What follows belongs to an exercise in optimizing a design on an open flow for small area and a short achievable clock period; a production flow would make more cautious choices. Only simulation tests tie the RTL to the original design; equivalence was not proved. No activity file was given, so power comes from the tool's default toggle rates.

File: constraint.sdc
create_clock -name core_clock -period 3.3 [get_ports {clk}]
set_input_delay 0.6600 -clock core_clock [delete_from_list [all_inputs] [get_ports {clk}]]
set_output_delay 0.6600 -clock core_clock [all_outputs]
set_load 0.01 [all_outputs]
File: design.v
module CORDIC_pipelined (
    input clk,
    input logic signed[15:0] angle,
    output logic signed[15:0] sin, cos
);
logic [15:0] t_in;
logic [15:0] a_q;
assign t_in = a_q - 16'd1;
logic [14:0] u0_q;
logic d0_q;
logic [14:0] u1;
logic [14:0] u1_q;
logic [1:0] i1_q;    
logic [15:0] v0;
assign v0 = {1'b0, u0_q} - 16'd12867;
logic [14:0] f1;
assign f1 = v0[14:0] ^ {15{v0[15]}};
assign u1 = f1;
logic [6:0] lpos;
logic [5:0] q0;
logic [5:0] tg;
cordic_htab htab_i (.d(u1_q[14:7]), .q({lpos, q0, tg}));
logic [5:0] q0_q;
logic [5:0] tg_q;
logic c_q;
logic [6:0] lo_q, lp_q;
assign c_q = lo_q >= lp_q;
logic [1:0] iq_q;
logic [5:0] late;
assign late = {(q0_q[5] ^ (c_q & tg_q[5])), (q0_q[4] ^ (c_q & tg_q[4])), (q0_q[3] ^ (c_q & tg_q[3])), (q0_q[2] ^ (c_q & tg_q[2])), (q0_q[1] ^ (c_q & tg_q[1])), (q0_q[0] ^ (c_q & tg_q[0]))};
logic [7:0] x0_q, x1_q, x2_q;    
logic [31:0] rom_d;
logic [36:0] rc_q;
logic rn114, rn132, rn215, rn46, rn80, rn689, rn40, rn69, rn107, rn369, rn131, rn99, rn335, rn124, rn310, rn79, rn101, rn563, rn460, rn233, rn243, rn143, rn139, rn662, rn60, rn93, rn425, rn316, rn411, rn247, rn135, rn349, rn113, rn70, rn557, rn223, rn184, rn116, rn121, rn371, rn610, rn691, rn533, rn571, rn333, rn239, rn127, rn442, rn100, rn632, rn109, rn483, rn188, rn140, rn674, rn163, rn268, rn648, rn53, rn311, rn631, rn548, rn81, rn253, rn363, rn174, rn108, rn152, rn660, rn358, rn370, rn266, rn205, rn255, rn157, rn343, rn302, rn348, rn690, rn513, rn565, rn544, rn605, rn204, rn94, rn303, rn556, rn550, rn270, rn95, rn77, rn141, rn647, rn122, rn71, rn627, rn57, rn731, rn717, rn144, rn329, rn350, rn461, rn577, rn171, rn125, rn115, rn133, rn756, rn694, rn532, rn644, rn443, rn484, rn102, rn419, rn365, rn320, rn242, rn592, rn209, rn50, rn269, rn189, rn657, rn164, rn732, rn645, rn378, rn42, rn590, rn364, rn211, rn176, rn201, rn664, rn683, rn667, rn638, rn142, rn359, rn372, rn549, rn611, rn195, rn41, rn267, rn220, rn90, rn158, rn376, rn110, rn742, rn663, rn578, rn653, rn429, rn642, rn606, rn297, rn334, rn312, rn558, rn344, rn76, rn252, rn256, rn258, rn172, rn224, rn566, rn82, rn96, rn206, rn59, rn97, rn476, rn453, rn713, rn668, rn382, rn628, rn295, rn185, rn51, rn117, rn462, rn739, rn725, rn718, rn695, rn145, rn554, rn134, rn698, rn304, rn534, rn704, rn677, rn543, rn420, rn342, rn244, rn271, rn103, rn432, rn339, rn692, rn444, rn637, rn366, rn280, rn196, rn321, rn298, rn43, rn518, rn737, rn675, rn624, rn633, rn336, rn525, rn591, rn531, rn529, rn221, rn210, rn508, rn136, rn44, rn279, rn202, rn478, rn551, rn276, rn379, rn665, rn623, rn360, rn612, rn240, rn584, rn263, rn190, rn523, rn91, rn111, rn743, rn377, rn330, rn351, rn257, rn579, rn541, rn559, rn118, rn98, rn314, rn289, rn709, rn669, rn658, rn394, rn383, rn313, rn323, rn83, rn317, rn179, rn305, rn254, rn173, rn231, rn52, rn225, rn226, rn178, rn61, rn467, rn56, rn740, rn696, rn684, rn387, rn402, rn288, rn146, rn78, rn733, rn463, rn652, rn699, rn572, rn361, rn545, rn707, rn153, rn345, rn274, rn272, rn693, rn245, rn433, rn639, rn367, rn299, rn197, rn283, rn515, rn524, rn352, rn540, rn535, rn530, rn212, rn509, rn104, rn738, rn676, rn659, rn281, rn728, rn373, rn607, rn593, rn198, rn222, rn137, rn479, rn384, rn666, rn630, rn400, rn318, rn45, rn625, rn241, rn264, rn552, rn92, rn492, rn744, rn380, rn191, rn654, rn331, rn560, rn472, rn749, rn705, rn25, rn315, rn629, rn585, rn564, rn730, rn322, rn259, rn249, rn526, rn180, rn119, rn489, rn72, rn741, rn710, rn685, rn649, rn324, rn84, rn207, rn227, rn175, rn468, rn456, rn58, rn54, rn186, rn714, rn697, rn403, rn636, rn147, rn734, rn614, rn165, rn678, rn583, rn469, rn154, rn388, rn306, rn362, rn546, rn708, rn573, rn458, rn640, rn555, rn519, rn232, rn290, rn300, rn246, rn284, rn332, rn598, rn661, rn353, rn516, rn374, rn542, rn536, rn213, rn510, rn138, rn480, rn719, rn385, rn670, rn392, rn47, rn681, rn587, rn199, rn105, rn454, rn390, rn671, rn646, rn265, rn567, rn427, rn192, rn346, rn260, rn561, rn490, rn473, rn706, rn414, rn319, rn325, rn126, rn85, rn580, rn527, rn228, rn120, rn445, rn62, rn55, rn745, rn726, rn296, rn250, rn73, rn604, rn177, rn208, rn410, rn187, rn615, rn166, rn679, rn650, rn39, rn586, rn753, rn470, rn711, rn368, rn155, rn389, rn620, rn574, rn48, rn459, rn398, rn520, rn234, rn408, rn375, rn307, rn291, rn285, rn337, rn354, rn273, rn621, rn599, rn547, rn159, rn720, rn406, rn248, rn634, rn537, rn481, rn455, rn386, rn396, rn200, rn106, rn148, rn588, rn347, rn514, rn501, rn715, rn415, rn128, rn568, rn229, rn485, rn446, rn63, rn434, rn428, rn301, rn282, rn123, rn86, rn754, rn735, rn261, rn562, rn491, rn326, rn167, rn686, rn608, rn181, rn214, rn412, rn193, rn700, rn528, rn727, rn24, rn395, rn680, rn651, rn616, rn712, rn500, rn596, rn471, rn391, rn156, rn477, rn450, rn464, rn399, rn641, rn575, rn49, rn409, rn381, rn292, rn672, rn521, rn401, rn393, rn338, rn355, rn203, rn112, rn622, rn251, rn286, rn635, rn275, rn435, rn407, rn397, rn626, rn553, rn160, rn421, rn517, rn505, rn235, rn457, rn424, rn497, rn486, rn439, rn64, rn589, rn600, rn581, rn569, rn493, rn416, rn327, rn129, rn168, rn609, rn182, rn701, rn538, rn506, rn447, rn430, rn423, rn755, rn746, rn413, rn417, rn216, rn729, rn617, rn723, rn502, rn404, rn597, rn474, rn74, rn23, rn308, rn482, rn451, rn465, rn262, rn87, rn356, rn422, rn293, rn287, rn426, rn22, rn340, rn277, rn643, rn161, rn511, rn26, rn236, rn673, rn576, rn436, rn19, rn21, rn716, rn721, rn65, rn594, rn570, rn522, rn494, rn418, rn130, rn438, rn498, rn487, rn440, rn747, rn38, rn169, rn613, rn183, rn217, rn682, rn10, rn507, rn736, rn405, rn655, rn448, rn618, rn503, rn601, rn309, rn466, rn341, rn75, rn431, rn722, rn278, rn294, rn582, rn724, rn539, rn18, rn237, rn149, rn17, rn441, rn66, rn595, rn495, rn162, rn37, rn512, rn499, rn488, rn750, rn748, rn35, rn602, rn230, rn194, rn687, rn656, rn619, rn20, rn449, rn328, rn67, rn357, rn475, rn437, rn150, rn88, rn170, rn504, rn496, rn28, rn751, rn603, rn12, rn238, rn218, rn702, rn688, rn33, rn452, rn68, rn13, rn36, rn16, rn27, rn151, rn89, rn752, rn219, rn14, rn11, rn703, rn15, rn30, rn31, rn32, rn29, rn34;
assign rn132 = ~x2_q[2];
assign rn69 = ~(x2_q[2] | x2_q[1]);
assign rn131 = ~(x2_q[1] & x2_q[0]);
assign rn99 = ~(x2_q[1] | x2_q[0]);
assign rn124 = ~(x2_q[2] & x2_q[1]);
assign rn310 = ~(x2_q[0] | x2_q[3]);
assign rn101 = x2_q[3] | ~x2_q[2];
assign rn460 = x2_q[2] | ~x2_q[1];
assign rn143 = x2_q[2] & ~x2_q[1];
assign rn139 = x2_q[0] & ~x2_q[2];
assign rn662 = x2_q[1] | ~x2_q[0];
assign rn60 = x2_q[0] & ~x2_q[1];
assign rn93 = x2_q[1] & ~x2_q[0];
assign rn425 = x2_q[0] | ~x2_q[2];
assign rn135 = x2_q[2] | x2_q[1];
assign rn113 = x2_q[2] & x2_q[0];
assign rn70 = x2_q[0] | x2_q[3];
assign rn223 = x2_q[1] & x2_q[0];
assign rn116 = x2_q[0] & x2_q[3];
assign rn333 = x2_q[1] ? x2_q[2] : x2_q[0];
assign rn109 = x2_q[2] & ~rn131;
assign rn648 = rn132 & ~rn99;
assign rn266 = x2_q[3] & ~rn460;
assign rn157 = rn662 & ~rn93;
assign rn343 = x2_q[2] & ~rn662;
assign rn513 = rn132 & ~rn60;
assign rn303 = rn60 | rn93;
assign rn141 = rn132 & ~rn223;
assign rn647 = rn425 | x2_q[1];
assign rn644 = x2_q[3] ? rn132 : rn135;
assign rn82 = rn648 | ~rn647;
assign rn114 = ~rc_q[4];
assign rn215 = ~rc_q[6];
assign rn46 = ~rc_q[5];
assign rn80 = ~rc_q[3];
assign rn689 = ~rc_q[0];
assign rn40 = ~rc_q[7];
assign rn107 = ~(rc_q[4] | rc_q[3]);
assign rn369 = ~(rc_q[2] | rc_q[3]);
assign rn335 = ~(rc_q[4] & rc_q[5]);
assign rn79 = ~(rc_q[2] | rc_q[0]);
assign rn563 = rc_q[1] & ~rc_q[3];
assign rn233 = rc_q[4] & ~rc_q[5];
assign rn243 = rc_q[3] & ~rc_q[1];
assign rn316 = rc_q[4] | ~rc_q[3];
assign rn411 = rc_q[0] & ~rc_q[5];
assign rn247 = rc_q[4] | rc_q[5];
assign rn349 = rc_q[2] & rc_q[3];
assign rn557 = ~rc_q[8];
assign rn184 = ~rn79;
assign rn121 = rc_q[1] | rc_q[3];
assign rn371 = ~rn563;
assign rn610 = ~rn243;
assign rn691 = ~rc_q[31];
assign rn533 = ~rn233;
assign rn571 = ~rc_q[22];
assign rn239 = ~rn349;
assign rn127 = ~rn247;
assign rn442 = ~(rn369 & rc_q[14]);
assign rn100 = ~(rc_q[8] & rc_q[4]);
assign rn632 = ~(rn107 & rc_q[13]);
assign rn483 = rn689 & ~rc_q[29];
assign rn188 = ~(rc_q[19] & rn80);
assign rn140 = ~(rc_q[31] & rn80);
assign rn674 = rn80 & ~rc_q[12];
assign rn163 = rc_q[3] & ~rc_q[8];
assign rn268 = ~(rc_q[13] & rn80);
assign rn53 = rn114 & ~rc_q[30];
assign rn311 = rc_q[4] & ~rc_q[30];
assign rn631 = rc_q[12] | rn114;
assign rn548 = ~(rc_q[18] | rn247);
assign rn81 = rn79 | rn80;
assign rn253 = ~rn442;
assign rn363 = rn369 | rc_q[4];
assign rn174 = rn369 | rn114;
assign rn108 = rn107 | rc_q[5];
assign rn152 = ~(rc_q[31] | rn121);
assign rn660 = rc_q[12] | rn46;
assign rn358 = rn114 & ~rn563;
assign rn370 = rn369 | ~rn233;
assign rn205 = rc_q[22] | ~rc_q[13];
assign rn255 = rc_q[3] & ~rc_q[24];
assign rn302 = rc_q[19] & ~rc_q[31];
assign rn348 = rc_q[30] & ~rc_q[22];
assign rn690 = rc_q[18] & ~rc_q[30];
assign rn565 = rn114 & ~rn243;
assign rn544 = rc_q[28] | rn114;
assign rn605 = rc_q[31] | rn80;
assign rn204 = rc_q[3] & ~rc_q[26];
assign rn94 = rc_q[23] | rc_q[3];
assign rn556 = rc_q[16] & ~rc_q[30];
assign rn550 = rc_q[26] | ~rc_q[1];
assign rn270 = rn243 | rn114;
assign rn95 = rc_q[28] | rc_q[9];
assign rn77 = ~rn674;
assign rn122 = rn121 & ~rc_q[5];
assign rn71 = rc_q[12] & ~rc_q[36];
assign rn627 = rn349 & ~rc_q[8];
assign rn57 = rn80 & ~rc_q[16];
assign rn731 = rc_q[32] | ~rn233;
assign rn717 = rc_q[2] & ~rc_q[10];
assign rn144 = rc_q[22] & ~rc_q[32];
assign rn329 = rn349 | rc_q[4];
assign rn350 = rn243 | rn349;
assign rn461 = rn316 | rc_q[10];
assign rn577 = rn247 | rn80;
assign rn171 = rc_q[32] | rn114;
assign rn125 = rc_q[36] | rc_q[29];
assign rn115 = rc_q[26] | rn114;
assign rn133 = rc_q[9] ? rc_q[0] : rc_q[14];
assign rn756 = rc_q[29] ? rc_q[0] : rc_q[30];
assign rn694 = rc_q[32] & rc_q[29];
assign rn532 = rc_q[27] & ~rn80;
assign rn443 = rn114 & ~rn442;
assign rn484 = ~(rn483 | rn316);
assign rn102 = rc_q[18] & ~rn100;
assign rn419 = rn127 & ~rn442;
assign rn365 = ~(rn268 & rn114);
assign rn320 = ~(rn205 & rn691);
assign rn242 = rc_q[16] & ~rn188;
assign rn592 = rn127 & ~rn140;
assign rn209 = rn674 & ~rc_q[27];
assign rn50 = rn239 & ~rn163;
assign rn269 = rc_q[0] & ~rn268;
assign rn189 = rn188 | ~rc_q[29];
assign rn657 = rn571 & ~rn188;
assign rn164 = rn163 & ~rc_q[15];
assign rn732 = rn127 & ~rc_q[15];
assign rn645 = rc_q[18] & ~rn631;
assign rn378 = rn371 & ~rn631;
assign rn42 = rc_q[15] | rc_q[3];
assign rn590 = rn81 & ~rn533;
assign rn364 = rn363 & ~rc_q[5];
assign rn211 = ~(rn95 & rc_q[3]);
assign rn176 = rc_q[14] & ~rn81;
assign rn201 = rc_q[15] | rc_q[4];
assign rn664 = ~(rc_q[25] & rn204);
assign rn683 = rn121 & ~rn174;
assign rn667 = rn268 | rc_q[10];
assign rn638 = ~(rn363 | rn627);
assign rn142 = ~(rn140 & rc_q[11]);
assign rn359 = rn358 & ~rc_q[9];
assign rn372 = rn371 & ~rn370;
assign rn549 = rn548 | rc_q[6];
assign rn611 = rn610 & ~rn370;
assign rn195 = rc_q[9] & ~rc_q[25];
assign rn41 = rn205 & ~rc_q[36];
assign rn267 = rc_q[21] & ~rc_q[0];
assign rn220 = rn163 & ~rn205;
assign rn90 = rc_q[3] & ~rn205;
assign rn158 = rn80 & ~rc_q[25];
assign rn376 = rn46 & ~rc_q[21];
assign rn110 = rn108 | rc_q[15];
assign rn742 = rn302 & ~rc_q[3];
assign rn663 = rn46 & ~rc_q[25];
assign rn578 = ~(rn550 | rn577);
assign rn653 = ~(rn577 | rc_q[15]);
assign rn429 = ~(rn577 | rc_q[13]);
assign rn642 = ~(rn329 & rc_q[5]);
assign rn606 = rn544 | ~rn605;
assign rn297 = rn114 & ~rn204;
assign rn334 = rn94 & ~rc_q[27];
assign rn312 = rc_q[33] | rn483;
assign rn558 = rn557 & ~rn556;
assign rn344 = rc_q[33] | rn114;
assign rn76 = rc_q[2] & ~rc_q[35];
assign rn252 = rc_q[21] | rc_q[4];
assign rn256 = rn255 | rn114;
assign rn258 = rn690 | rn205;
assign rn172 = rc_q[34] | rc_q[33];
assign rn224 = rn205 | rc_q[10];
assign rn566 = rn565 | rc_q[5];
assign rn96 = rn95 & ~rn94;
assign rn206 = rn204 & ~rn205;
assign rn59 = rn690 | rn483;
assign rn97 = rc_q[4] & ~rn627;
assign rn476 = rc_q[13] & ~rn94;
assign rn453 = rn348 | rc_q[4];
assign rn713 = rn557 & ~rn605;
assign rn668 = rc_q[21] | rn114;
assign rn382 = rc_q[3] & ~rc_q[11];
assign rn628 = rn114 & ~rn627;
assign rn295 = rn80 & ~rc_q[11];
assign rn185 = rn184 & ~rn94;
assign rn51 = rc_q[15] | rc_q[11];
assign rn117 = rn71 | rc_q[32];
assign rn462 = rc_q[13] & ~rn461;
assign rn739 = rn605 | rc_q[23];
assign rn725 = rc_q[35] | rc_q[3];
assign rn718 = rn717 | rn363;
assign rn695 = rn694 | ~rn53;
assign rn145 = rn144 | rn114;
assign rn554 = rn255 | rn329;
assign rn134 = rn133 | rn80;
assign rn698 = rn411 & rn329;
assign rn304 = rn80 ? rc_q[35] : rn302;
assign rn534 = rn532 | rn533;
assign rn704 = rn80 ? rc_q[11] : rc_q[25];
assign rn677 = rc_q[3] ? rn95 : rn550;
assign rn543 = rc_q[17] & ~rc_q[21];
assign rn420 = ~(rn419 & rc_q[7]);
assign rn342 = ~(rn50 & rn188);
assign rn244 = ~(rn242 | rn243);
assign rn271 = ~(rn270 | rn269);
assign rn103 = rc_q[5] & ~rn102;
assign rn432 = rn102 & ~rn46;
assign rn339 = rn215 & ~rn419;
assign rn692 = ~(rn320 & rc_q[4]);
assign rn444 = rn443 | rc_q[5];
assign rn637 = ~(rn42 & rc_q[4]);
assign rn366 = rn365 | rn40;
assign rn280 = rc_q[3] & ~rn320;
assign rn196 = ~(rn195 | rc_q[28]);
assign rn321 = rn107 & ~rn320;
assign rn298 = ~(rn195 | rn188);
assign rn43 = ~(rn41 | rn42);
assign rn518 = rc_q[4] & ~rn657;
assign rn737 = rc_q[4] & ~rn50;
assign rn675 = rn610 & ~rn209;
assign rn624 = rc_q[5] & ~rn645;
assign rn633 = rn632 & ~rn378;
assign rn336 = ~(rn334 | rn335);
assign rn525 = rn242 | rc_q[4];
assign rn591 = rn590 & ~rn209;
assign rn531 = ~(rc_q[20] & rn80);
assign rn529 = rc_q[16] & ~rn211;
assign rn221 = ~(rn220 | rn96);
assign rn210 = rn209 | rn114;
assign rn508 = rn50 & ~rn201;
assign rn136 = rc_q[16] & ~rn42;
assign rn44 = rn201 & ~rn107;
assign rn279 = ~(rn269 | rn256);
assign rn202 = rn201 & ~rn108;
assign rn478 = rn42 | rc_q[8];
assign rn551 = rn364 & rn550;
assign rn276 = rc_q[6] & ~rn653;
assign rn379 = rn378 | rc_q[7];
assign rn665 = rn664 & rn358;
assign rn623 = rn359 | rn215;
assign rn360 = rn359 | rn46;
assign rn612 = rn611 | rc_q[7];
assign rn240 = rn195 | rc_q[28];
assign rn584 = rn41 | rn114;
assign rn263 = rn220 | rc_q[4];
assign rn190 = rn90 | rn114;
assign rn523 = rn220 | rn114;
assign rn91 = rn90 | rc_q[4];
assign rn111 = rn110 | rn102;
assign rn743 = rn742 | rn694;
assign rn377 = rn365 | rn376;
assign rn330 = rn329 & ~rn297;
assign rn351 = rn350 & ~rn312;
assign rn257 = rn184 & ~rn256;
assign rn579 = rn578 | rn215;
assign rn541 = rc_q[36] & ~rn224;
assign rn559 = rn211 & ~rn558;
assign rn118 = rc_q[20] & ~rn80;
assign rn98 = rn96 | ~rn97;
assign rn314 = rn172 & ~rn80;
assign rn289 = rn258 & ~rn114;
assign rn709 = rn97 & ~rn302;
assign rn669 = rn667 & ~rn668;
assign rn658 = rn657 | ~rn97;
assign rn394 = rc_q[5] & ~rn628;
assign rn383 = rn127 & ~rn382;
assign rn313 = rn311 & ~rn312;
assign rn323 = rn125 & ~rn256;
assign rn83 = rc_q[20] & ~rn81;
assign rn317 = rn312 | rn316;
assign rn179 = rn312 | rc_q[4];
assign rn305 = rn76 | rn195;
assign rn254 = rn252 | rn253;
assign rn173 = rn171 | rn172;
assign rn231 = rn312 | rn77;
assign rn52 = rn50 | ~rn51;
assign rn225 = rn224 & rn107;
assign rn226 = rn51 & ~rn316;
assign rn178 = rn172 | rc_q[3];
assign rn61 = rn59 | rc_q[28];
assign rn467 = rn97 & rn121;
assign rn56 = rn713 | rn114;
assign rn740 = rn739 & ~rn657;
assign rn696 = rn258 & ~rn695;
assign rn684 = rc_q[3] & ~rn51;
assign rn387 = rn382 | rc_q[5];
assign rn402 = rn46 & ~rn51;
assign rn288 = rn71 | rn252;
assign rn146 = rn142 & ~rn145;
assign rn78 = rn76 | rn77;
assign rn733 = rn732 & ~rn725;
assign rn463 = rn462 | rc_q[5];
assign rn652 = rn533 | rn51;
assign rn699 = rn698 | rn429;
assign rn572 = rn571 & ~rn304;
assign rn361 = rc_q[4] & ~rn543;
assign rn545 = rn543 & ~rn544;
assign rn707 = rc_q[3] ? rn689 : rn172;
assign rn153 = ~(rn280 | rn255);
assign rn345 = rn342 & ~rn344;
assign rn274 = rn233 & ~rn244;
assign rn272 = rn271 & ~rn267;
assign rn693 = rn59 & ~rn692;
assign rn245 = rn244 & ~rc_q[10];
assign rn433 = rn432 | rc_q[6];
assign rn639 = rn637 & ~rn638;
assign rn367 = rn364 & ~rn366;
assign rn299 = rn125 & ~rn298;
assign rn197 = rc_q[3] & ~rn196;
assign rn283 = rn196 | rc_q[3];
assign rn515 = ~(rn263 | rn483);
assign rn524 = ~(rn523 | rn298);
assign rn352 = ~(rn351 | rn348);
assign rn540 = rn525 & ~rn358;
assign rn535 = rn531 & ~rn534;
assign rn530 = rn127 & ~rn529;
assign rn212 = rn211 & ~rn210;
assign rn509 = rn508 & ~rn444;
assign rn104 = ~(rn103 & rn98);
assign rn738 = rn737 | rc_q[5];
assign rn676 = rn675 | rc_q[4];
assign rn659 = ~(rn658 & rn252);
assign rn281 = rn279 & ~rn280;
assign rn728 = rn518 & ~rn529;
assign rn373 = rn633 | rn46;
assign rn607 = rn478 & ~rn606;
assign rn593 = rn592 | rn591;
assign rn198 = ~(rn231 & rc_q[4]);
assign rn222 = rn221 | rn114;
assign rn137 = rn136 | rc_q[4];
assign rn479 = rn267 | rn44;
assign rn384 = rc_q[21] & ~rn379;
assign rn666 = rc_q[5] & ~rn665;
assign rn630 = ~(rn247 & rn387);
assign rn400 = rn624 & rc_q[17];
assign rn318 = ~(rn317 & rn46);
assign rn45 = rn43 | rn44;
assign rn625 = rn624 & ~rn623;
assign rn241 = rn239 & ~rn240;
assign rn264 = rn189 & ~rn263;
assign rn552 = rn551 | rn549;
assign rn92 = rn91 | ~rn59;
assign rn492 = rn111 & ~rn370;
assign rn744 = rn743 & ~rn335;
assign rn380 = rn377 & ~rn379;
assign rn191 = rn189 & ~rn190;
assign rn654 = ~(rn276 & rn652);
assign rn331 = rc_q[5] & ~rn330;
assign rn560 = rc_q[4] & ~rn559;
assign rn472 = rn233 & ~rn118;
assign rn749 = rn518 & ~rn314;
assign rn705 = rn289 & ~rn704;
assign rn25 = rn383 & ~rc_q[6];
assign rn315 = rn313 & ~rn314;
assign rn629 = rc_q[6] & ~rn394;
assign rn585 = rn584 | rn558;
assign rn564 = rn190 | rn563;
assign rn730 = rn240 | rc_q[3];
assign rn322 = rn317 & ~rn321;
assign rn259 = rn257 & rn258;
assign rn249 = rn46 & ~rn173;
assign rn526 = rn52 & ~rn525;
assign rn180 = rn178 & ~rn179;
assign rn119 = rn117 | rn118;
assign rn489 = rn61 & ~rn91;
assign rn72 = rn118 | rn114;
assign rn741 = rn114 & ~rn740;
assign rn710 = rn709 | rn46;
assign rn685 = rn683 & ~rn684;
assign rn649 = rn118 | rn363;
assign rn324 = rn323 | rn46;
assign rn84 = rn78 & ~rn83;
assign rn207 = rn461 & rn179;
assign rn227 = rn225 | rn226;
assign rn175 = rn173 & rn174;
assign rn468 = rn467 | rn46;
assign rn456 = rn226 | rn46;
assign rn58 = rn56 | rn57;
assign rn54 = rn52 & rn53;
assign rn186 = rn226 | rn201;
assign rn714 = rn56 | rn80;
assign rn697 = rn696 | rn46;
assign rn403 = rn402 | rc_q[6];
assign rn636 = rn253 | rn387;
assign rn147 = rn146 | rn46;
assign rn734 = rn733 | rc_q[6];
assign rn614 = rc_q[4] ? rn304 : rn351;
assign rn165 = rn361 | ~rn637;
assign rn678 = rn544 & ~rn361;
assign rn583 = ~(rn153 & rn42);
assign rn469 = rn80 ? rn550 : rn305;
assign rn154 = ~(rn153 | rc_q[26]);
assign rn388 = rn387 ? rn127 : rc_q[4];
assign rn306 = rn305 ^ rn80;
assign rn362 = rn360 | rn361;
assign rn546 = rn545 | rn46;
assign rn708 = rn707 | rc_q[4];
assign rn573 = rn153 & ~rn572;
assign rn458 = rn153 & ~rn756;
assign rn640 = rc_q[5] & ~rn639;
assign rn555 = rn299 & ~rn554;
assign rn519 = rn518 & ~rn197;
assign rn232 = rn231 & ~rn197;
assign rn290 = rn289 & ~rn197;
assign rn300 = rn299 & rn297;
assign rn246 = ~(rn245 | rn241);
assign rn284 = rn283 & ~rn270;
assign rn332 = ~(rn331 & rn283);
assign rn598 = rn233 & ~rn352;
assign rn661 = rn659 & ~rn660;
assign rn353 = rn352 & ~rn107;
assign rn516 = rn515 | rn46;
assign rn374 = rn373 & ~rn372;
assign rn542 = rn541 | rn540;
assign rn536 = rn535 | rn215;
assign rn213 = rn212 | rn46;
assign rn510 = rn509 | rc_q[6];
assign rn138 = rn134 & ~rn137;
assign rn480 = rn478 & ~rn479;
assign rn719 = rn664 & ~rn198;
assign rn385 = rn384 & ~rn247;
assign rn670 = rn666 & ~rn669;
assign rn392 = rc_q[3] & ~rn373;
assign rn47 = rn46 & ~rn45;
assign rn681 = rn90 & rn676;
assign rn587 = rn241 & ~rn525;
assign rn199 = rn197 | rn198;
assign rn105 = rn92 & ~rn104;
assign rn454 = ~(rn58 | rn41);
assign rn390 = rn630 | rn394;
assign rn671 = rn666 | rn329;
assign rn646 = rn400 | rc_q[6];
assign rn265 = rn264 | rn46;
assign rn567 = rn564 & ~rn566;
assign rn427 = rn730 & ~rn731;
assign rn192 = rn191 | rn46;
assign rn346 = rn322 & ~rn345;
assign rn260 = rn254 & ~rn259;
assign rn561 = rn560 | rn46;
assign rn490 = rn98 & ~rn489;
assign rn473 = rn472 | rc_q[6];
assign rn706 = rn705 | rc_q[5];
assign rn414 = rn46 & ~rn685;
assign rn319 = rn318 | rn315;
assign rn325 = rn322 & ~rn324;
assign rn126 = rn125 & ~rn119;
assign rn85 = rc_q[4] & ~rn84;
assign rn580 = rn579 | rn249;
assign rn527 = rn526 | rn46;
assign rn228 = rn222 & ~rn227;
assign rn120 = rn119 | rn115;
assign rn445 = rn72 | rn57;
assign rn62 = rn61 & ~rn58;
assign rn55 = rc_q[5] & ~rn54;
assign rn745 = rn744 | rn741;
assign rn726 = rn725 & ~rn186;
assign rn296 = rn72 | rn295;
assign rn250 = rn249 | rc_q[6];
assign rn73 = rn71 | rn72;
assign rn604 = ~(rn583 & rn114);
assign rn177 = rn176 | rn175;
assign rn208 = rn206 | rn207;
assign rn410 = rn697 | rn693;
assign rn187 = rn185 | rn186;
assign rn615 = rn46 & ~rn614;
assign rn166 = rn165 & ~rn164;
assign rn679 = rn677 & ~rn678;
assign rn650 = rn165 & ~rn349;
assign rn39 = rn629 ^ rc_q[7];
assign rn586 = rn583 & ~rn585;
assign rn753 = rn114 & ~rn469;
assign rn470 = rn469 & ~rn257;
assign rn711 = rn708 & ~rn710;
assign rn368 = rn362 & ~rn367;
assign rn155 = rn154 | rn114;
assign rn389 = rn388 | rc_q[6];
assign rn620 = rn362 | rn215;
assign rn574 = rn127 & ~rn573;
assign rn48 = rn233 & ~rn458;
assign rn459 = rn458 | rn114;
assign rn398 = rn636 & ~rn640;
assign rn520 = rn364 & ~rn519;
assign rn234 = rn233 & ~rn232;
assign rn408 = ~(rn670 | rn663);
assign rn375 = ~(rn374 & rc_q[7]);
assign rn307 = rc_q[4] ? rn304 : rn306;
assign rn291 = rn288 & ~rn290;
assign rn285 = rn202 & ~rn284;
assign rn337 = rn332 & ~rn336;
assign rn354 = rn46 & ~rn353;
assign rn273 = ~(rn272 | rn265);
assign rn621 = rn374 & ~rn549;
assign rn599 = rn598 | rn40;
assign rn547 = rn542 & ~rn546;
assign rn159 = rn138 & ~rn158;
assign rn720 = rn718 & ~rn719;
assign rn406 = rn661 | rn630;
assign rn248 = rn246 | rn247;
assign rn634 = rn215 & ~rn392;
assign rn537 = rn536 | rn530;
assign rn481 = rn480 | rn46;
assign rn455 = rn453 & ~rn454;
assign rn386 = rn385 | rn215;
assign rn396 = rn642 | rn392;
assign rn200 = rn199 | ~rn140;
assign rn106 = rc_q[6] & ~rn105;
assign rn148 = rn147 | rn138;
assign rn588 = rn587 | rn46;
assign rn347 = rc_q[5] & ~rn346;
assign rn514 = rn199 | rc_q[34];
assign rn501 = rn105 | rc_q[6];
assign rn715 = rn706 & ~rn714;
assign rn415 = rn414 & ~rn384;
assign rn128 = rn127 & ~rn126;
assign rn568 = rn567 | rn215;
assign rn229 = rc_q[5] & ~rn228;
assign rn485 = rn120 & ~rn484;
assign rn446 = rn445 & ~rn444;
assign rn63 = rn62 | ~rn55;
assign rn434 = rn738 & ~rn745;
assign rn428 = rn427 | rn215;
assign rn301 = rn296 & ~rn300;
assign rn282 = rn281 | rn265;
assign rn123 = rn120 | ~rn122;
assign rn86 = rn55 & ~rn85;
assign rn754 = rn445 & ~rc_q[5];
assign rn735 = rn734 | rn427;
assign rn261 = rn260 | rn46;
assign rn562 = rn561 | rn555;
assign rn491 = rn490 | rn46;
assign rn326 = rn325 | rn215;
assign rn167 = ~(rn166 | rn108);
assign rn686 = rn414 | rc_q[6];
assign rn608 = rn604 & ~rn607;
assign rn181 = rn177 & ~rn180;
assign rn214 = rn208 & ~rn213;
assign rn412 = rn410 & ~rn411;
assign rn193 = rn187 & ~rn192;
assign rn700 = rn410 & ~rn699;
assign rn528 = rn527 | rn524;
assign rn727 = rn726 | rn46;
assign rn24 = rn215 ? rn383 : rn385;
assign rn395 = ~(rn389 | rn394);
assign rn680 = rn676 & ~rn679;
assign rn651 = rn649 & ~rn650;
assign rn616 = rn615 | rn40;
assign rn712 = rn706 & ~rn711;
assign rn500 = rn444 | rn166;
assign rn596 = rn207 | rn753;
assign rn471 = rn470 | rn468;
assign rn391 = rn390 & ~rn389;
assign rn156 = rn155 | rn152;
assign rn477 = rn155 | rn476;
assign rn450 = rn48 | ~rn276;
assign rn464 = rn459 & ~rn463;
assign rn399 = rn215 & ~rn398;
assign rn641 = rn247 & ~rn398;
assign rn575 = rn574 | rc_q[6];
assign rn49 = rn47 | rn48;
assign rn409 = rn215 & ~rn408;
assign rn381 = rn375 & ~rn380;
assign rn292 = rc_q[5] & ~rn291;
assign rn672 = rn671 & ~rn408;
assign rn521 = rn520 | rc_q[6];
assign rn401 = ~(rn386 | rn400);
assign rn393 = ~(rn386 | rn392);
assign rn338 = rn307 | rc_q[5];
assign rn355 = rc_q[6] & ~rn354;
assign rn203 = ~(rn202 & rn200);
assign rn112 = ~(rn111 & rn106);
assign rn622 = rn620 & ~rn621;
assign rn251 = rn248 & ~rn250;
assign rn286 = rn285 | rn215;
assign rn635 = rn390 & ~rn634;
assign rn275 = rn274 | rn273;
assign rn435 = ~(rn433 | rn434);
assign rn407 = rn406 & ~rn386;
assign rn397 = rn396 & ~rn386;
assign rn626 = rn625 | rn621;
assign rn553 = rn552 | rn547;
assign rn160 = rn159 | rn46;
assign rn421 = rn720 | rn46;
assign rn517 = rn514 & ~rn516;
assign rn505 = ~(rn181 | rn108);
assign rn235 = ~(rn234 | rn214);
assign rn457 = rn456 | rn455;
assign rn424 = ~(rn749 | rn727);
assign rn497 = rn122 & ~rn485;
assign rn486 = rn376 & ~rn485;
assign rn439 = rn339 & ~rn434;
assign rn64 = rn63 & ~rc_q[6];
assign rn589 = rn588 | rn586;
assign rn600 = rn599 | rn347;
assign rn581 = rn261 & ~rn580;
assign rn569 = rn562 & ~rn568;
assign rn493 = rn491 & ~rn492;
assign rn416 = rn415 | rn215;
assign rn327 = rn319 & ~rn326;
assign rn129 = rn128 | rc_q[6];
assign rn168 = rn106 & ~rn167;
assign rn609 = rc_q[5] & ~rn608;
assign rn182 = rn46 & ~rn181;
assign rn701 = rc_q[6] & ~rn700;
assign rn538 = rn528 & ~rn537;
assign rn506 = rn229 | rn215;
assign rn447 = rn446 | rc_q[6];
assign rn430 = rn428 | rn429;
assign rn423 = ~(rn715 | rn712);
assign rn755 = rn754 | rn215;
assign rn746 = rn434 | rn215;
assign rn413 = rn412 | rc_q[6];
assign rn417 = rc_q[5] & ~rn680;
assign rn216 = rn214 | rn215;
assign rn729 = rn728 | rn727;
assign rn617 = rn337 & ~rn616;
assign rn723 = rn339 & ~rn712;
assign rn502 = rn500 & ~rn501;
assign rn404 = rn651 | rn46;
assign rn597 = rn46 & ~rn596;
assign rn474 = rn471 & ~rn473;
assign rn74 = rn467 | ~rn596;
assign rn23 = rn391 | ~rn386;
assign rn308 = rc_q[5] ? rn301 : rn307;
assign rn482 = rn477 & ~rn481;
assign rn451 = rn63 & ~rn450;
assign rn465 = rn464 | rn215;
assign rn262 = ~(rn261 & rn251);
assign rn87 = rn86 | rn49;
assign rn356 = rn355 & ~rn347;
assign rn422 = ~(rn420 & rn421);
assign rn293 = rn251 & ~rn292;
assign rn287 = rn282 & ~rn286;
assign rn426 = ~(rn424 & rc_q[19]);
assign rn22 = rn395 | rn393;
assign rn340 = rn338 & rn339;
assign rn277 = rn276 & ~rn275;
assign rn643 = rc_q[6] ? rn641 : rn396;
assign rn161 = rn156 & ~rn160;
assign rn511 = rn235 & ~rn510;
assign rn26 = rn215 ? rn368 : rn381;
assign rn236 = rn235 & ~rn215;
assign rn673 = rn215 ? rn406 : rn672;
assign rn576 = rn575 | rn275;
assign rn436 = rn435 | rc_q[7];
assign rn19 = rn409 | rn407;
assign rn21 = rn399 | rn397;
assign rn716 = ~(rn423 & rn339);
assign rn721 = rn421 | rn215;
assign rn65 = rn64 & ~rn49;
assign rn594 = rn589 & ~rn593;
assign rn570 = rn553 & ~rn569;
assign rn522 = rn521 | rn517;
assign rn494 = rn215 & ~rn493;
assign rn418 = ~(rn416 | rn417);
assign rn130 = rn129 | ~rn123;
assign rn438 = rn428 | rn424;
assign rn498 = rn497 | rn215;
assign rn487 = rn486 | rn215;
assign rn440 = rn439 | rn40;
assign rn747 = rn746 & ~rc_q[7];
assign rn38 = rn635 ^ rc_q[7];
assign rn169 = rn168 | rn40;
assign rn613 = rn612 | rn609;
assign rn183 = rn182 | rc_q[6];
assign rn217 = rn203 & ~rn216;
assign rn682 = rn417 & ~rn681;
assign rn10 = rc_q[7] ? rn622 : rn626;
assign rn507 = rn506 | rn505;
assign rn736 = rn729 & ~rn735;
assign rn405 = rn404 & ~rn403;
assign rn655 = rn404 & ~rn654;
assign rn448 = rn74 & ~rn46;
assign rn618 = rn617 | rn215;
assign rn503 = rn502 | rn40;
assign rn601 = rn600 | rn597;
assign rn309 = rn308 | rc_q[6];
assign rn466 = rn457 & ~rn465;
assign rn341 = ~(rn340 & rn337);
assign rn75 = rc_q[5] ? rn74 : rn73;
assign rn431 = rn426 & ~rn430;
assign rn722 = ~(rn721 & rn716);
assign rn278 = rn262 & ~rn277;
assign rn294 = rn293 | rn287;
assign rn582 = rn576 & ~rn581;
assign rn724 = rn721 & ~rn723;
assign rn539 = rn522 & ~rn538;
assign rn18 = rn413 & ~rn418;
assign rn237 = rn236 | rn40;
assign rn149 = rn148 & ~rn130;
assign rn17 = rn386 ? rn422 : rn423;
assign rn441 = rn438 & ~rn440;
assign rn66 = rn65 | rn40;
assign rn595 = rn594 | rc_q[7];
assign rn495 = rn494 | rc_q[7];
assign rn162 = rn161 | rn130;
assign rn37 = rn643 ^ rn40;
assign rn512 = rn507 & ~rn511;
assign rn499 = rn498 | rn161;
assign rn488 = rn487 | rn482;
assign rn750 = rn736 & ~rn424;
assign rn748 = rn747 & ~rn736;
assign rn35 = rn673 ^ rn40;
assign rn602 = ~(rn601 & rn215);
assign rn230 = rn229 | rn183;
assign rn194 = rn193 | rn183;
assign rn687 = rn686 | rn682;
assign rn656 = rn646 & ~rn655;
assign rn619 = rn613 & ~rn618;
assign rn20 = rn405 | rn401;
assign rn449 = rn447 | rn448;
assign rn328 = rn309 & ~rn327;
assign rn67 = rn755 | rn448;
assign rn357 = rn341 & ~rn356;
assign rn475 = rn474 | rn466;
assign rn437 = rn436 | rn431;
assign rn150 = rn112 & ~rn149;
assign rn88 = rc_q[6] ? rn75 : rn87;
assign rn170 = rn162 & ~rn169;
assign rn504 = rn499 & ~rn503;
assign rn496 = rn488 & ~rn495;
assign rn28 = rc_q[7] ? rn278 : rn294;
assign rn751 = rn746 & ~rn750;
assign rn603 = rn595 & ~rn602;
assign rn12 = rn40 ? rn570 : rn582;
assign rn238 = rn230 & ~rn237;
assign rn218 = rn194 & ~rn217;
assign rn702 = rn687 & ~rn701;
assign rn688 = rn417 & ~rn687;
assign rn33 = rc_q[7] ? rn722 : rn724;
assign rn452 = rn449 & ~rn451;
assign rn68 = rn67 & ~rn66;
assign rn13 = rc_q[7] ? rn512 : rn539;
assign rn36 = rn656 ^ rc_q[7];
assign rn16 = rn437 & ~rn441;
assign rn27 = rn40 ? rn328 : rn357;
assign rn151 = rn40 & ~rn150;
assign rn89 = rn40 & ~rn88;
assign rn752 = rc_q[7] & ~rn751;
assign rn219 = rn40 & ~rn218;
assign rn14 = rn504 | rn496;
assign rn11 = rn619 | rn603;
assign rn703 = rn702 ^ rn40;
assign rn15 = rc_q[7] ? rn452 : rn475;
assign rn30 = rn170 | rn151;
assign rn31 = rn89 | rn68;
assign rn32 = rn752 | rn748;
assign rn29 = rn238 | rn219;
assign rn34 = rn703 | rn688;
assign rom_d = {rn40, rn40, rn39, rn38, rn37, rn36, rn35, rn34, rn33, rn32, rn31, rn30, rn29, rn28, rn27, rn26, rn25, rn24, rn23, rn22, rn21, rn20, rn19, rn18, rn17, rn16, rn15, rn14, rn13, rn12, rn11, rn10};
always_ff @(posedge clk) begin
    a_q <= angle;
    u0_q <= t_in[14:0] ^ {15{t_in[15]}};
    d0_q <= ~t_in[15];
    u1_q <= u1;
    i1_q <= {d0_q, v0[15]};
    q0_q <= q0;
    tg_q <= tg;
    lo_q <= u1_q[6:0];
    lp_q <= lpos;
    iq_q <= i1_q;
    x0_q <= {iq_q, late};
    x1_q <= x0_q;
    x2_q <= x1_q;
    rc_q[0] <= x2_q[0];
    rc_q[1] <= x2_q[1];
    rc_q[2] <= x2_q[2];
    rc_q[3] <= x2_q[3];
    rc_q[4] <= x2_q[4];
    rc_q[5] <= x2_q[5];
    rc_q[6] <= x2_q[6];
    rc_q[7] <= x2_q[7];
    rc_q[8] <= rn99;
    rc_q[9] <= rn132;
    rc_q[10] <= rn223;
    rc_q[11] <= rn141;
    rc_q[12] <= rn69;
    rc_q[13] <= rn460;
    rc_q[14] <= rn131;
    rc_q[15] <= rn109;
    rc_q[16] <= rn135;
    rc_q[17] <= rn644;
    rc_q[18] <= rn101;
    rc_q[19] <= rn425;
    rc_q[20] <= rn82;
    rc_q[21] <= rn266;
    rc_q[22] <= rn143;
    rc_q[23] <= rn93;
    rc_q[24] <= rn662;
    rc_q[25] <= rn157;
    rc_q[26] <= rn113;
    rc_q[27] <= rn333;
    rc_q[28] <= rn60;
    rc_q[29] <= rn124;
    rc_q[30] <= rn310;
    rc_q[31] <= rn139;
    rc_q[32] <= rn116;
    rc_q[33] <= rn343;
    rc_q[34] <= rn513;
    rc_q[35] <= rn303;
    rc_q[36] <= rn70;
    {sin, cos} <= rom_d;
end
endmodule
module cordic_htab(d, q);
  input [7:0] d;
  wire [7:0] d;
  output [18:0] q;
  wire [18:0] q;
  wire _0_;
  wire _10_;
  wire _11_;
  wire _12_;
  wire _13_;
  wire _14_;
  wire _15_;
  wire _16_;
  wire _17_;
  wire _18_;
  wire _19_;
  wire _1_;
  wire _20_;
  wire _21_;
  wire _22_;
  wire _23_;
  wire _24_;
  wire _25_;
  wire _26_;
  wire _27_;
  wire _28_;
  wire _29_;
  wire _2_;
  wire _30_;
  wire _31_;
  wire _32_;
  wire _33_;
  wire _34_;
  wire _35_;
  wire _36_;
  wire _37_;
  wire _38_;
  wire _39_;
  wire _3_;
  wire _40_;
  wire _41_;
  wire _42_;
  wire _43_;
  wire _44_;
  wire _45_;
  wire _46_;
  wire _47_;
  wire _48_;
  wire _49_;
  wire _4_;
  wire _50_;
  wire _51_;
  wire _52_;
  wire _53_;
  wire _54_;
  wire _55_;
  wire _56_;
  wire _57_;
  wire _58_;
  wire _59_;
  wire _5_;
  wire _60_;
  wire _61_;
  wire _62_;
  wire _63_;
  wire _64_;
  wire _65_;
  wire _66_;
  wire _67_;
  wire _68_;
  wire _69_;
  wire _6_;
  wire _70_;
  wire _71_;
  wire _72_;
  wire _73_;
  wire _74_;
  wire _7_;
  wire _8_;
  wire _9_;
  assign _23_ = ~d[5];
  assign _22_ = ~_47_;
  assign q[0] = _25_ | _28_;
  assign _21_ = _30_ & ~(_23_);
  assign q[11] = _34_ & ~(_21_);
  assign _20_ = q[11] & _29_;
  assign _19_ = _20_ | _24_;
  assign _18_ = d[6] & d[5];
  assign _17_ = _18_ & ~(_47_);
  assign _16_ = _17_ | d[7];
  assign _15_ = d[1] & ~(_16_);
  assign q[6] = _15_ ^ _19_;
  assign q[1] = q[0] & ~(q[6]);
  assign _14_ = ~(_42_ | _46_);
  assign _13_ = ~(_14_ & q[1]);
  assign q[4] = _22_ & ~(_13_);
  assign q[5] = q[4] & ~(_23_);
  assign q[18] = _24_ & ~(q[5]);
  assign _12_ = _21_ | _37_;
  assign q[16] = q[18] & ~(_12_);
  assign _11_ = d[2] & ~(d[1]);
  assign _10_ = ~(_11_ | _47_);
  assign _9_ = _28_ & ~(_10_);
  assign _8_ = _9_ | ~(_13_);
  assign _7_ = _47_ & ~(_23_);
  assign _6_ = _8_ & ~(_7_);
  assign q[15] = _37_ ? d[5] : _6_;
  assign _5_ = d[3] & ~(_41_);
  assign _4_ = _5_ | d[4];
  assign _3_ = ~(_5_ | _40_);
  assign _2_ = _11_ & ~(_47_);
  assign _1_ = ~(_2_ | _3_);
  assign _0_ = ~(_1_ | d[1]);
  assign _74_ = _22_ & ~(_0_);
  assign _73_ = _4_ & ~(_74_);
  assign _72_ = _28_ & ~(_73_);
  assign _71_ = ~(_34_ | _42_);
  assign _70_ = ~(_71_ | _29_);
  assign _69_ = ~(_70_ & _1_);
  assign _68_ = d[4] & ~(_40_);
  assign _67_ = _68_ | _38_;
  assign _66_ = _69_ & ~(_67_);
  assign q[14] = _66_ | _72_;
  assign _65_ = _70_ ^ _1_;
  assign q[13] = q[0] & ~(_65_);
  assign _64_ = _23_ & ~(_47_);
  assign _63_ = _14_ & ~(_64_);
  assign q[12] = q[1] & ~(_63_);
  assign _62_ = ~(d[6] & d[1]);
  assign _61_ = _62_ & ~(d[2]);
  assign _60_ = _61_ | _16_;
  assign _59_ = _60_ | ~(_13_);
  assign _58_ = _22_ & ~(_59_);
  assign _57_ = _58_ | _23_;
  assign _56_ = _64_ & ~(_59_);
  assign _55_ = _56_ | d[7];
  assign q[10] = _57_ & ~(_55_);
  assign _54_ = _59_ | ~(d[3]);
  assign _53_ = d[4] | d[7];
  assign _52_ = _54_ & ~(_53_);
  assign q[9] = _52_ | _58_;
  assign _51_ = ~(d[3] | d[7]);
  assign q[8] = _59_ ? _51_ : d[3];
  assign _50_ = q[1] & ~(_14_);
  assign _49_ = _42_ & ~(q[11]);
  assign _48_ = ~(_49_ | _59_);
  assign q[7] = _48_ | _50_;
  assign q[3] = d[3] & ~(_13_);
  assign q[2] = ~_13_;
  assign _47_ = ~(d[3] & d[4]);
  assign _46_ = ~(d[2] | d[1]);
  assign _45_ = _46_ | _47_;
  assign _44_ = d[0] | d[7];
  assign _43_ = d[6] & ~(_44_);
  assign _42_ = d[2] & d[1];
  assign _41_ = d[5] & ~(_42_);
  assign _40_ = _41_ & ~(d[3]);
  assign _39_ = _40_ & ~(d[4]);
  assign _38_ = _39_ | ~(_43_);
  assign _37_ = _45_ & ~(_38_);
  assign _36_ = _37_ & ~(d[5]);
  assign _35_ = ~(d[0] | d[5]);
  assign _34_ = ~(d[6] | d[7]);
  assign _33_ = d[0] ^ d[5];
  assign _32_ = ~(d[2] | d[0]);
  assign _31_ = _32_ | _45_;
  assign _30_ = d[2] & ~(_47_);
  assign _29_ = _33_ ? _31_ : _30_;
  assign _28_ = _34_ & ~(_29_);
  assign _27_ = _28_ & ~(_35_);
  assign q[17] = _27_ | _36_;
  assign _26_ = d[5] & ~(_45_);
  assign _25_ = _43_ & ~(_26_);
  assign _24_ = _25_ | _27_;
endmodule
module cordic_top (
    input  logic clk,
    input  logic signed[15:0] angle,
    output logic signed[15:0] sin, cos
);
    CORDIC_pipelined dut_basic(
        .clk(clk),
        .angle(angle),
        .sin(sin),
        .cos(cos)
    );
endmodule
File: config.mk
export PLATFORM = sky130hd
export DESIGN_NAME = cordic_top
export DESIGN_NICKNAME = cordic_top
export VERILOG_FILES = /design/flow/design.v
export SDC_FILE = /design/flow/constraint.sdc
export NUM_CORES = 4
export LEC_CHECK = 0
export ABC_AREA = 1
export ABC_CLOCK_PERIOD_IN_PS = 1500
export CAP_MARGIN = 20
export CORE_MARGIN = 2
export CORE_UTILIZATION = 45
export CTS_BUF_LIST = sky130_fd_sc_hd__clkbuf_8
export SETUP_SLACK_MARGIN = 1.4
export SLEW_MARGIN = 20
File: flow/run.sh
#!/bin/bash
# The standard layout (standard.sh: the standard flow's synthesis and ORFS flow, unchanged), except:
# - the port buffers ORFS puts on every input and output are plain buffers
#   (sky130_fd_sc_hd__buf_1) instead of the delay buffer buffer_ports picks by default;
# - clock tree synthesis gets ORFS's usual arguments plus -dont_use_dummy_load, so it
#   adds no load-only inverters to the clock tree.
set -euo pipefail
export BUFFER_PORTS_ARGS="-buffer_cell sky130_fd_sc_hd__buf_1"
export CTS_ARGS="-sink_clustering_enable -repair_clock_nets -buf_list sky130_fd_sc_hd__clkbuf_8 -dont_use_dummy_load"
bash standard.sh > standard.log 2>&1
File: standard.sh
#!/bin/bash
# synth_recipe.tcl (not shown) runs the flow's synth.tcl, then flattens the netlist and writes it again
# the make line also repeats each setting of config.mk as NAME=value (left out here)
make -C /OpenROAD-flow-scripts/flow DESIGN_CONFIG=/design/flow/config.mk WORK_HOME=/design/flow/orfs CLKGATE_MAP_FILE= SYNTH_SCRIPT=/design/flow/synth_recipe.tcl "${@:-finish}"
==> run notes, run 1 <==
- The clock transition at the registers of the reported paths is 0.09 ns.
- The number of top-level pins is 49.
- In the post-synthesis netlist, the cell with the most instances is sky130_fd_sc_hd__nand2_1.
- The number of diodes added for antenna fixing is 0.
- The number of antenna violations at the first check in global routing came to 0.
- CTS built an H-tree with a depth of 4.
- OpenSTA, run right after detailed placement, puts the worst setup slack at between 0.9 and 1 ns.
- For the worst-skew pair, the clock arrives at the later sink with an insertion delay of 0.47 ns.
- The largest single stage delay on the critical path is 0.39 ns.
- The worst setup path category is register to register.
- The share of synthesized area in the top cell type comes to 0.4287.
- The post-detailed-routing wire length is 26300 microns.
- The critical path buffer and inverter count is 2.
- After floorplanning, the core was sized to cover 17240 sq um.
- Among all stages on the critical path, the largest delay is contributed by sky130_fd_sc_hd__dfxtp_1.
- The max-slew violation total from the final report is 0.
- By count the netlist is led by sky130_fd_sc_hd__nand2_1 (229), sky130_fd_sc_hd__dfxtp_1 (169), sky130_fd_sc_hd__inv_1 (136).
- The most used flip-flop cell after synthesis is sky130_fd_sc_hd__dfxtp_1.
- By area, the combinational part of the netlist is dominated by simple AND/OR/NAND/NOR gates.
- Setup violations remaining at the end of the flow were counted as 0.
- Dividing the synthesized area by the synthesized cell count gives 7.460 sq um.
- The net count after synthesis is 1095.
- The tree is rooted in a sky130_fd_sc_hd__clkbuf_8.
- The synthesized area is 7893 sq um.
- The number of buffers added on ports is 48.
- The HPWL after detailed placement is between 15000 and 20000 microns.
- The first detailed-routing pass took 6 iterations.
- Counting instances, the worst hold path has a depth of 1.
- The run finished with no timing, DRC or antenna violations.
- The post-synthesis mux area share is 0.
- Once placement finished, the instance area stood at 8272 sq um.
- The finished cells cover between 9000 and 10000 sq um.
- The simple logic cell fraction of the synthesized area is 0.2392.
- For this design the ratio of total power to cell area is 1130 nW/um^2.
- The pin slew with the least headroom to its limit is 0.5624 ns.
- The fmax is 0.5251 GHz.
- The die is 136.4 microns tall.
- For this run, the number of standard cells in the final layout without fillers is roughly 1300.
- The clock tree from TritonCTS is done.
- The critical path runs through a total of 8 cells.
- The gate family responsible for the most delay along the worst path is compound AO/OA/AOI/OAI gates.
- The worst setup path is captured at a register.
- The via count is 7457.
- Yosys attributes the largest share of cell area to sky130_fd_sc_hd__dfxtp_1 (43%), sky130_fd_sc_hd__nand2_1 (11%), sky130_fd_sc_hd__inv_1 (6.5%).
- The maximum number of pins on one net before global-route repair is roughly 50.
- The post-synthesis cell type count is 45.
- Max-cap violations in this run came to 0.
- After detailed routing, the average wire length per cell comes to 19.67 microns.
- The yosys synthesis warning count is 1.
- The number of placed cells counting well taps is around 1300.
- The final routed DRC violation total is 0.
- The worst-case reg-to-reg path depth is 8.
- For this configuration, the core starts out at a cell density of 0.4579.
- The number of vias per cell after detailed routing is 5.577.
- Synthesis produced 1058 cells.
- The worst hold-check path type is primary input to register.
- In the final timing run, aggregate negative setup slack is 0 ns.
- The clock sink count is ~170.
- The share of cells above drive strength 1 is 0.1367.
- The number of global-route vias before repair came to around 7000.
- For this block, the initial DRC count from the detailed router was 774.
- The final antenna-violating net count is 0.
- The worst-case clock buffer depth is 2.
- Of all flip-flops after synthesis, the portion carrying an async set or reset was 0.
- Of the available clock period, the critical path in the final layout requires 0.5771.
- The compound-cell area share of the yosys netlist is 0.1381.
- At the end of the flow the core is filled with cells to 0.5245.
- At the worst endpoint, the required time is 3.63 ns.
- Routability-driven placement finished with a final weighted congestion of 1.092.
- The net count of the finished layout is 1151.
- The worst setup path is launched from a register.
- Walking the worst path, the cells encountered are buf_12, o21ai_0, inv_1, o21ai_0, o22ai_1, nand3_1, nand3_1, a22oi_1.
- The die area is between 15000 and 20000 sq um.
- The count of endpoints failing hold in the final timing report is 0.
- The global-route usage over all layers is 0.2903.
- The setup skew after layout is between 0.04 and 0.05 ns.
- The leftover overflow at the end of global routing is 0.
- For this run, the register share of the synthesized area comes to 0.4287.
- The worst max-slew margin expressed relative to the limit is 0.6203.
- The floorplan step set the die width to 136.4 microns.
- The number of buffers added by the clock tree synthesis step is 17.
- The synthesized design contains 169 register bits.
- The critical-path maximum fanout is 39.
- The first-pass GRT wire length is 39630 microns.
- At the worst endpoint, the arrival time is about 2.2 ns.
- The number of enable flip-flop cells after synthesis is 0.
- The least setup slack across all paths after layout is 1.396 ns.
- For this design the static power due to leakage is 0.004154 uW.
- The arithmetic-cell share of the synthesized area counting full adders, half adders and majority gates is 0.03171.
- sky130_fd_sc_hd__dfxtp_1 takes more of the synthesized area than any other cell.
- The clock period minus worst slack is between 1.5 and 2 ns.
- Setup repair after global routing could not meet its margin everywhere.
- The xor and xnor fraction of the mapped netlist area is 0.07530.
- The growth of design area from synthesis to finish is 14.54%.
- The post-cts hold buffer count is 0.
- The worst supply voltage drop on vdd is 446.7 uV.
- The number of rows created at floorplan is between 40 and 50.
- The filler cell count is around 1700.
-- per-layer routing --
metal | share of wire | GRT usage
met1 | 0.38 | 0.3411
met2 | 0.47 | 0.4743
met3 | 0.074 | 0.05518
met4 | 0.077 | 0.2066
met5 | 0 | 0
-- state kept, by name, summed over array words and instances, names as in the netlist, 15 cells and up --
name	flops
dut_basic.a_q	16
dut_basic.cos	16
dut_basic.rc_q	37
dut_basic.sin	15
dut_basic.u0_q	15
dut_basic.u1_q	15
-- kinds of logic (layout without fill, tap and decap cells) --
| logic type | after synthesis | after routing |
|---|---|---|
| compound gates | 189 | 189 |
| xor+xnor | 61 | 61 |
| fa+ha+maj | 20 | 20 |
| buf+inv | 173 | 225 |
| flops | 169 | 169 |
| simple gates | 446 | 448 |
-- stage by stage --
| step | hold WS [ns] | total power, uW |
|---|---|---|
| 6_report | 0.2816 | 10220 |
| 5_1_grt | 0.2506 | 10870 |
| 4_1_cts | 0.2608 | 9635 |
| 3_5_place_dp | 0.3121 | 8300 |
| 3_3_place_gp | 0.3097 | 8495 |
| 2_1_floorplan | 0.3096 | 6488 |
-- final timing paths --
check	start	endpoint	slack, ns
max	dut_basic.rc_q[4]	dut_basic.cos[5]	1.40
max reg2reg	dut_basic.rc_q[4]	dut_basic.cos[5]	1.40
min reg2reg	dut_basic.x2_q[6]	dut_basic.rc_q[6]	0.32
min	angle[6]	dut_basic.a_q[6]	0.28
-- cell usage in the layout, fill, tap and decap left out, types with 5 or more instances in the layout --
| cell type | Yosys | routed |
|---|---|---|
| sky130_fd_sc_hd__dfxtp_1 | 169 | 156 |
| sky130_fd_sc_hd__xor2_1 | 31 | 31 |
| sky130_fd_sc_hd__o31ai_1 | 6 | 5 |
| sky130_fd_sc_hd__dfxtp_2 | 0 | 10 |
| sky130_fd_sc_hd__nand3_1 | 81 | 75 |
| sky130_fd_sc_hd__buf_4 | 1 | 17 |
| sky130_fd_sc_hd__nor3_1 | 13 | 11 |
| sky130_fd_sc_hd__buf_1 | 8 | 48 |
| sky130_fd_sc_hd__xor2_2 | 8 | 8 |
| sky130_fd_sc_hd__ha_1 | 20 | 18 |
| sky130_fd_sc_hd__inv_1 | 136 | 123 |
| sky130_fd_sc_hd__nand2_4 | 1 | 5 |
| sky130_fd_sc_hd__nor2_1 | 95 | 79 |
| sky130_fd_sc_hd__nand2_2 | 3 | 24 |
| sky130_fd_sc_hd__a31oi_1 | 11 | 10 |
| sky130_fd_sc_hd__inv_2 | 0 | 10 |
| sky130_fd_sc_hd__o22ai_1 | 11 | 11 |
| sky130_fd_sc_hd__o211ai_1 | 17 | 17 |
| sky130_fd_sc_hd__o21ai_0 | 84 | 66 |
| sky130_fd_sc_hd__xnor2_1 | 22 | 22 |
| sky130_fd_sc_hd__nand2_1 | 229 | 204 |
| sky130_fd_sc_hd__nand4_1 | 8 | 8 |
| sky130_fd_sc_hd__clkbuf_8 | 0 | 17 |
| sky130_fd_sc_hd__a21oi_1 | 41 | 37 |
| sky130_fd_sc_hd__nor2_2 | 3 | 10 |
| sky130_fd_sc_hd__o21ai_1 | 0 | 14 |
| sky130_fd_sc_hd__nor2_4 | 1 | 10 |
-- final cells by class --
| cell class | count | area [sq um] | area share |
|---|---|---|---|
| inverters | 137 | 524.3 | 0.05799 |
| repair buffers | 71 | 419.2 | 0.04637 |
| clock buffers | 17 | 234.0 | 0.02588 |
| flip-flops and latches | 169 | 3407 | 0.3769 |
| well taps | 225 | 281.5 | 0.03114 |
| multi-input cells | 718 | 4174 | 0.4617 |
-- report_power, final --
group	switching, uW	internal [uW]	leakage, uW
Clock	628	454	0.000122
Sequential	569	2820	0.00142
Combinational	3950	1800	0.00261
Total	5140	5070	0.00415
-- what timing repair did --
action | CTS | global route
gates resized for setup | 46 | 98
endpoints found under the setup margin | 50 | 59
pin swaps | 1 | 19
cloned | 0 | 3
buffers inserted | 5 | 5
==> run 2, diff against run 1 <==
--- a/config.mk
+++ b/config.mk
@@ -8,3 +8,3 @@
 export ABC_AREA = 1
-export ABC_CLOCK_PERIOD_IN_PS = 1500
+export ABC_CLOCK_PERIOD_IN_PS = 2500
 export CAP_MARGIN = 20
==> run 2 against run 1 <==
  * Sequential power hardly changed
  * Global-route usage stayed put
  * Non-clock buffer count did not move
  * Design area unchanged
  * Core utilization unchanged
  * Fmax stayed put
  * Total power did not move
  * Synthesized cell count unchanged
  * Sequential cell count unchanged
  * Hold slack unchanged
  * Clock power hardly changed
  * Critical path type unchanged
  * Critical endpoint unchanged
==> run notes, run 2 <==
- Dividing the detail-routed wire length by the instance count gives 19.67 microns.
- Leaving out fill and tap cells, the most frequent cell in the layout is sky130_fd_sc_hd__nand2_1.
- Power spread over the standard cell area amounts to between 1000 and 1500 nW/um^2.
- For the pin with the worst max-slew slack, the measured transition is 0.5624 ns.
- The die boundary height is between 100 and 150 microns.
- The worst-case clock buffer depth is 2.
- The pre-CTS worst setup slack is 0.9881 ns.
- In the final layout, the share of cells above drive strength 1 is 0.1367.
- The number of buffers added on ports is 48.
- The fmax is 0.5251 GHz.
- After clock tree synthesis, the clock-pin slew on the worst setup and hold paths is 0.09 ns.
- The worst setup path is captured at a register.
- The standard cell core area is 17240 sq um.
- The DRC marker count from the first detailed-route iteration is around 770.
- The end of the worst hold path is dut_basic.a_q[6].
- The worst hold-check path type is primary input to register.
- The number of enable flip-flop cells after synthesis is 0.
- The worst hold path begins at angle[6].
- The clock sink count is around 170.
- The type of origin of the critical path is a register.
- The global-route usage over all layers is 0.2903.
- The die covers approximately 19000 sq um.
- IR analysis of the VDD net gives a maximum drop of between 400 and 500 uV.
- The worst-case reg-to-reg path depth is 8.
- The max-slew violation total from the final report is 0.
- The post-cts hold buffer count is 0.
- The die is 136.4 microns wide.
- By count the netlist is led by sky130_fd_sc_hd__nand2_1 (229), sky130_fd_sc_hd__dfxtp_1 (169), sky130_fd_sc_hd__inv_1 (136).
- The synthesized area divided by synthesized cell count is between 7 and 8 sq um.
- The number of buffers added by the clock tree synthesis step is 17.
- The proportion of synthesized flip-flops having asynchronous set or reset is 0.
- Registers take about 3400 sq um.
- The setup skew after layout is 0.04100 ns.
- By startpoint and endpoint, the worst setup path is classified as register to register.
- The number of nets handed over by synthesis was 1095.
- The number of flip-flops under the largest register name is 37.
- The endpoint arrival time on the critical path is 2.24 ns.
- In this run the number of H-tree levels came out at 4.
- The run finished with no timing, DRC or antenna violations.
- STA puts the critical path data required time at 3.63 ns.
- The number of iterations in the first detailed-routing pass is 6.
- The filler cell count is 1659.
- Counting distinct cell types in the post-synthesis netlist gives between 40 and 50.
- The initial utilization of the core area, before any placement, comes to 0.4579.
- The worst max-slew margin expressed relative to the limit is 0.6203.
- The share of synthesized area in the top cell type comes to 0.4287.
- The congestion estimate from routability-driven global placement came to 1.092.
- The synthesized design spends more area on one cell type than any other, namely sky130_fd_sc_hd__dfxtp_1.
- The first global-routing pass estimated 39630 microns of wire.
- For this run, the number of Yosys warnings is 1.
- The via count is ~7500.
- Counting I/O delays and the setup requirement, the final critical path takes 1.904 ns.
- Setup slack on the worst reg-to-reg path comes out at 1.40 ns.
- Across all setup checks in the final design, the least slack found is 1.396 ns.
- In the finished design, the share of the clock period the worst path needs comes to 0.5771.
- Summing all multi-input logic gate instances after layout gives 4174 sq um.
- The number of diodes added for antenna fixing is 0.
- Entering global routing, the biggest net connects 51 pins.
- Synthesis produced 1058 cells.
- The detailed placement HPWL is 19910 microns.
- The number of global-route vias before repair is 6939.
- The clock tree from TritonCTS is done.
- In this run the critical register-to-register path is captured at dut_basic.cos[5].
- Setup violations remaining at the end of the flow were counted as 0.
- In this run the critical register-to-register path is launched from dut_basic.rc_q[4].
- The synthesized area is 7893 sq um.
- Among all flip-flop cells after synthesis, the most frequent one is sky130_fd_sc_hd__dfxtp_1.
- The number of rows created at floorplan is 48.
- Ranked by flip-flop count, first place goes to dut_basic.rc_q.
- Once detail routing completed, the nets flagged for antenna violations numbered 0.
- The post-detailed-routing wire length is 26300 microns.
- The total number of nets in the final design is 1151.
- Sorting the synthesized cells by area gives the leading types as sky130_fd_sc_hd__dfxtp_1 (43%), sky130_fd_sc_hd__nand2_1 (11%), sky130_fd_sc_hd__inv_1 (6.5%).
- The count of endpoints failing hold in the final timing report is 0.
- Relative to the synthesized area, the layout overhead comes to 14.54%.
- The number of maximum-capacitance violations is 0.
- For this run, design rule violations remaining after detail routing come to 0.
- Counting instances, the worst hold path has a depth of 1.
- Setup repair after global routing could not meet its margin everywhere.
- The number of vias per cell after detailed routing is 5.577.
- The critical-path maximum fanout is 39.
- Summed over all failing endpoints, the final setup total negative slack is 0 ns.
- The number of synthesized register bits is 169.
- For this run the aggregate overflow at the end of global routing stands at 0.
- The most critical setup path has its startpoint at dut_basic.rc_q[4].
- The number of top-level pins is 49.
- In the layout the commonest cells are sky130_fd_sc_hd__nand2_1 (204), sky130_fd_sc_hd__dfxtp_1 (156), sky130_fd_sc_hd__inv_1 (123).
- sky130_fd_sc_hd__nand2_1 is the most common cell in the netlist.
- The insertion delay of the later-clocked pin in the worst-skew pair is 0.47 ns.
- The root buffer cell is sky130_fd_sc_hd__clkbuf_8.
- The number of antenna violations at the first check in global routing is 0.
- The leakage power total is 0.004154 uW.
- The share of the Yosys chip area taken by registers is 0.4287.
run 2: cell counts in the layout (fill, tap and decap cells not counted):
Identical to the previous run, type by type.
run 2: how the worst max path moves through the flow:
stage,end,slack (ns),depth (start not counted)
finish,dut_basic.cos[5],1.40,8
global route,dut_basic.sin[4],1.34,8
CTS,dut_basic.lp_q[4],1.39,15
detailed placement,dut_basic.lp_q[4],0.99,15
global placement,dut_basic.sin[10],0.94,9
floorplan,dut_basic.lp_q[4],1.43,16
run 2: logic make-up (layout without fill, tap and decap cells):
kind of cell | Yosys count | count (layout) | synth area share
compound gates | 189 | 189 | 0.1381
flops | 169 | 169 | 0.4287
xor+xnor | 61 | 61 | 0.07530
fa+ha+maj | 20 | 20 | 0.03171
buf+inv | 173 | 225 | 0.08703
simple gates | 446 | 448 | 0.2392
run 2: metal layers:
layer  vias up  global-route usage  routed length, microns
met5         -                   0                       0
met4         0              0.2066                    2029
met3       123             0.05518                    1938
met2       394              0.4743                   12260
met1      3410              0.3411                   10080
li1       3530                   -                       -
run 2: critical path: stages (launching register included):
cell and delay [ns]:
sky130_fd_sc_hd__dfxtp_1 0.39, sky130_fd_sc_hd__buf_12 0.23, sky130_fd_sc_hd__o21ai_0 0.12, sky130_fd_sc_hd__inv_1 0.12
sky130_fd_sc_hd__o21ai_0 0.23, sky130_fd_sc_hd__o22ai_1 0.32, sky130_fd_sc_hd__nand3_1 0.11, sky130_fd_sc_hd__nand3_1 0.13
sky130_fd_sc_hd__a22oi_1 0.10
run 2: repair_timing:
action,4_1_cts,5_1_grt
gates cloned,0,3
resized for setup,46,98
pin swaps,1,19
buffers inserted,5,5
endpoints found under the setup margin,50,59
run 2: cell type report:
| class | count | share of cell area |
|---|---|---|
| Clock buffer | 17 | 0.02588 |
| Inverter | 137 | 0.05799 |
| Multi-Input combinational cell | 718 | 0.4617 |
| Sequential cell | 169 | 0.3769 |
| Tap cell | 225 | 0.03114 |
| Timing Repair Buffer | 71 | 0.04637 |
run 2: power breakdown:
group | internal [uW] | switching, uW | leakage [uW] | total [uW]
sequential | 2820 | 569 | 0.00142 | 3390
clock | 454 | 628 | 0.000122 | 1080
combinational | 1800 | 3950 | 0.00261 | 5750
total | 5070 | 5140 | 0.00415 | 10200
run 2: per-stage QoR:
stage | std cells | power [uW] | utilization | hold WS [ns] | cell area (sq um)
floorplan | 1058 | 6488 | - | 0.3096 | 7901
global placement | 1307 | 8495 | 0.4799 | 0.3097 | 8272
detailed placement | 1307 | 8300 | 0.4799 | 0.3121 | 8272
CTS | 1329 | 9635 | 0.5034 | 0.2608 | 8677
global route | 1337 | 10870 | 0.5245 | 0.2506 | 9040
finish | 1337 | 10220 | 0.5245 | 0.2816 | 9040

-- afterwards: timing with drivers on the ports --
No port has a modelled driver above. Below, the same layouts with a new extraction and two added sets of constraints.
Step 1: set_driving_cell puts a clkbuf_16 on clk and a buf_2 on each other input, an assumption about the parent block.
Step 2 also shifts input and output timing later by t, the mid clock arrival at the registers, as if the neighbouring blocks saw the same clock.
a / b / c = ideal / step 1 / step 2; a / b = the first two.
run	t (ns)	slack for setup (ns)	hold WS [ns]	slew at the worst register clock pin (ns)	worst data-port slew with drivers (ns)
run 1	0.492	1.396 / 1.396 / 1.396	0.282 / 0.264 / 0.324	0.10 / 0.10	0.03
run 2	0.492	1.396 / 1.396 / 1.396	0.282 / 0.264 / 0.324	0.10 / 0.10	0.03
After both steps every run listed still meets setup and hold.
